Background: an optimization exercise with open tools, aiming at small area. Do not read the settings as production practice. Only simulation tests tie the RTL to the original design; equivalence was not proved. The clock port is modelled as an ideal driver; clocking choices that lean on that would not hold on a real chip.

## maple
==> flow/design.v (excerpt) <==
module maxer(
    input clk,
    input rst,
    input maxing,
    input [784-1:0] ips_gen_out,
    output reg start_ips_gen,
    output reg next_ips_gen,
    output reg maxer_valid,
    output [24-1:0] threshold
    );
  wire s1, c2;
  fa u_s1 (.a(ips_gen_out[0]), .b(ips_gen_out[1]), .c(ips_gen_out[2]), .s(s1), .co(c2));
  wire s3, c4;
  fa u_s3 (.a(ips_gen_out[3]), .b(ips_gen_out[4]), .c(ips_gen_out[5]), .s(s3), .co(c4));
  wire s5, c6;
  fa u_s5 (.a(ips_gen_out[6]), .b(ips_gen_out[7]), .c(ips_gen_out[8]), .s(s5), .co(c6));
  wire s7, c8;
  fa u_s7 (.a(ips_gen_out[9]), .b(ips_gen_out[10]), .c(ips_gen_out[11]), .s(s7), .co(c8));
  wire s9, c10;
  fa u_s9 (.a(ips_gen_out[12]), .b(ips_gen_out[13]), .c(ips_gen_out[14]), .s(s9), .co(c10));
  wire s11, c12;
  fa u_s11 (.a(ips_gen_out[15]), .b(ips_gen_out[16]), .c(ips_gen_out[17]), .s(s11), .co(c12));
  wire s13, c14;
  fa u_s13 (.a(ips_gen_out[18]), .b(ips_gen_out[19]), .c(ips_gen_out[20]), .s(s13), .co(c14));
  wire s15, c16;
  fa u_s15 (.a(ips_gen_out[21]), .b(ips_gen_out[22]), .c(ips_gen_out[23]), .s(s15), .co(c16));
  wire s17, c18;
  fa u_s17 (.a(ips_gen_out[24]), .b(ips_gen_out[25]), .c(ips_gen_out[26]), .s(s17), .co(c18));
  wire s19, c20;
  fa u_s19 (.a(ips_gen_out[27]), .b(ips_gen_out[28]), .c(ips_gen_out[29]), .s(s19), .co(c20));
  wire s21, c22;
  fa u_s21 (.a(ips_gen_out[30]), .b(ips_gen_out[31]), .c(s1), .s(s21), .co(c22));
  wire s23, c24;
  fa u_s23 (.a(s3), .b(s5), .c(s7), .s(s23), .co(c24));
  wire s25, c26;
  fa u_s25 (.a(s9), .b(s11), .c(s13), .s(s25), .co(c26));
  wire s27, c28;
  fa u_s27 (.a(s15), .b(s17), .c(s19), .s(s27), .co(c28));
  wire s29, c30;
  fa u_s29 (.a(s21), .b(s23), .c(s25), .s(s29), .co(c30));
  wire s31, c32;
  ha u_s31 (.a(s27), .b(s29), .s(s31), .co(c32));
  wire s33, c34;
  fa u_s33 (.a(c2), .b(c4), .c(c6), .s(s33), .co(c34));
  wire s35, c36;
  fa u_s35 (.a(c8), .b(c10), .c(c12), .s(s35), .co(c36));
  wire s37, c38;
  ...
export LEC_CHECK = 0
export CAP_MARGIN = 20
export CORE_MARGIN = 2
export CORE_UTILIZATION = 22
export GPL_TIMING_DRIVEN = 0
export SLEW_MARGIN = 20
export SYNTH_HIERARCHICAL = 1
create_clock -name core_clock -period 7.0 [get_ports {clk}]
standard.sh (not shown) runs the stock make flow with config.mk's settings and CLKGATE_MAP_FILE= SYNTH_SCRIPT=/design/flow/synth_recipe.tcl, a recipe that flattens the netlist after the stock synthesis.
==> flow/flow/run.sh <==
#!/bin/bash
# Standard ORFS layout (the standard.sh, unchanged synthesis), with
# - the port buffers made of the smallest buffer cell instead of the default pick,
# - the buffers that synthesis put on submodule outputs removed at floorplan,
set -euo pipefail
export BUFFER_PORTS_ARGS="-buffer_cell sky130_fd_sc_hd__buf_1"
export REMOVE_ABC_BUFFERS=1
L=orfs/logs/sky130hd/maxer/base

bash standard.sh place > make_place.log 2>&1
for buf in clkbuf_4 clkbuf_8 clkbuf_16; do
  export CTS_ARGS="-sink_clustering_enable -repair_clock_nets -root_buf sky130_fd_sc_hd__$buf -buf_list sky130_fd_sc_hd__$buf -dont_use_dummy_load"
  bash standard.sh cts > make_cts_$buf.log 2>&1
  openroad -no_init -exit flow/clk_slew.tcl > clk_slew_$buf.log 2>&1
  slew=$(awk '/^CLK_SLEW_PS/ {print $2}' clk_slew_$buf.log)
  echo "clock buffers $buf: worst flip-flop clock slew ${slew} ps"
  if awk -v s="$slew" 'BEGIN { exit !(s != "" && s <= 125) }'; then break; fi
  cp $L/4_1_cts.log cts_$buf.log || true
  bash standard.sh clean_cts > make_clean_cts_$buf.log 2>&1
done
bash standard.sh finish > make_finish.log 2>&1
==> flow/flow/clk_slew.tcl <==
# Worst slew at the flip-flop clock pins of the clock tree just built.
set P $::env(FLOW_HOME)/platforms/sky130hd
read_liberty $P/lib/sky130_fd_sc_hd__tt_025C_1v80.lib
read_db orfs/results/sky130hd/maxer/base/4_cts.odb
read_sdc orfs/results/sky130hd/maxer/base/4_cts.sdc
source $P/setRC.tcl
set_propagated_clock [all_clocks]
estimate_parasitics -placement
set mx 0
foreach p [get_pins -hierarchical */CLK] {
  set s [get_property $p slew_max]
  if { $s > $mx } { set mx $s }
}
puts "CLK_SLEW_PS [expr { $mx * 1000.0 }]"
> inputs changed (maple -> cedar)
- clearing GPL_TIMING_DRIVEN, which used to be 0
-- flow/flow/run.sh --
<<< maple, line 4
# - the buffers that synthesis put on submodule outputs removed at floorplan,
>>> cedar, line 4
<<< maple, line 7
export REMOVE_ABC_BUFFERS=1
>>> cedar, line 6
<<< maple, line 17
  if awk -v s="$slew" 'BEGIN { exit !(s != "" && s <= 125) }'; then break; fi
>>> cedar, line 15
  if awk -v s="$slew" 'BEGIN { exit !(s != "" && s <= 120) }'; then break; fi
## What came out
- Diff maple -> cedar | net total in the final layout | increase of 11
- Compared with maple, cedar shows met3 track utilization from global routing lower by 0.75 points.
- Mux cell area share after synthesis: cedar vs maple identical
- cedar vs. maple: smallest setup slack after layout decreased 0.082 ns, final weighted congestion of routability-driven global placement increased 0.0070.
- Between cedar and maple, area added between synthesis and finish is higher for cedar, maple comes in under that.

-- re-timing with driven ports --
The results above use ideal ports. As a check the final layouts listed here were re-extracted and re-timed, cells and wires unchanged. Step 1 assumes that a clkbuf_16 drives the clock port and a buf_2 every other input. Step 2 also shifts input and output timing later by t, the mid clock arrival at the registers, as if the neighbouring blocks saw the same clock. Slacks: ideal / step 1 / step 2; pairs: ideal / step 1.
run | t, ns | slack for setup (ns) | latest minus earliest clock arrival (ns)
maple | 0.435 | 0.314 / 0.341 / -0.095 | 0.033 / 0.033
cedar | 0.379 | 0.232 / 0.260 / -0.118 | 0.027 / 0.027
With both steps, setup timing fails in maple and cedar, where it was met with ideal ports. The setup slack of maple, which loses most, moves by +0.027 ns with the drivers and by -0.409 ns with both steps.
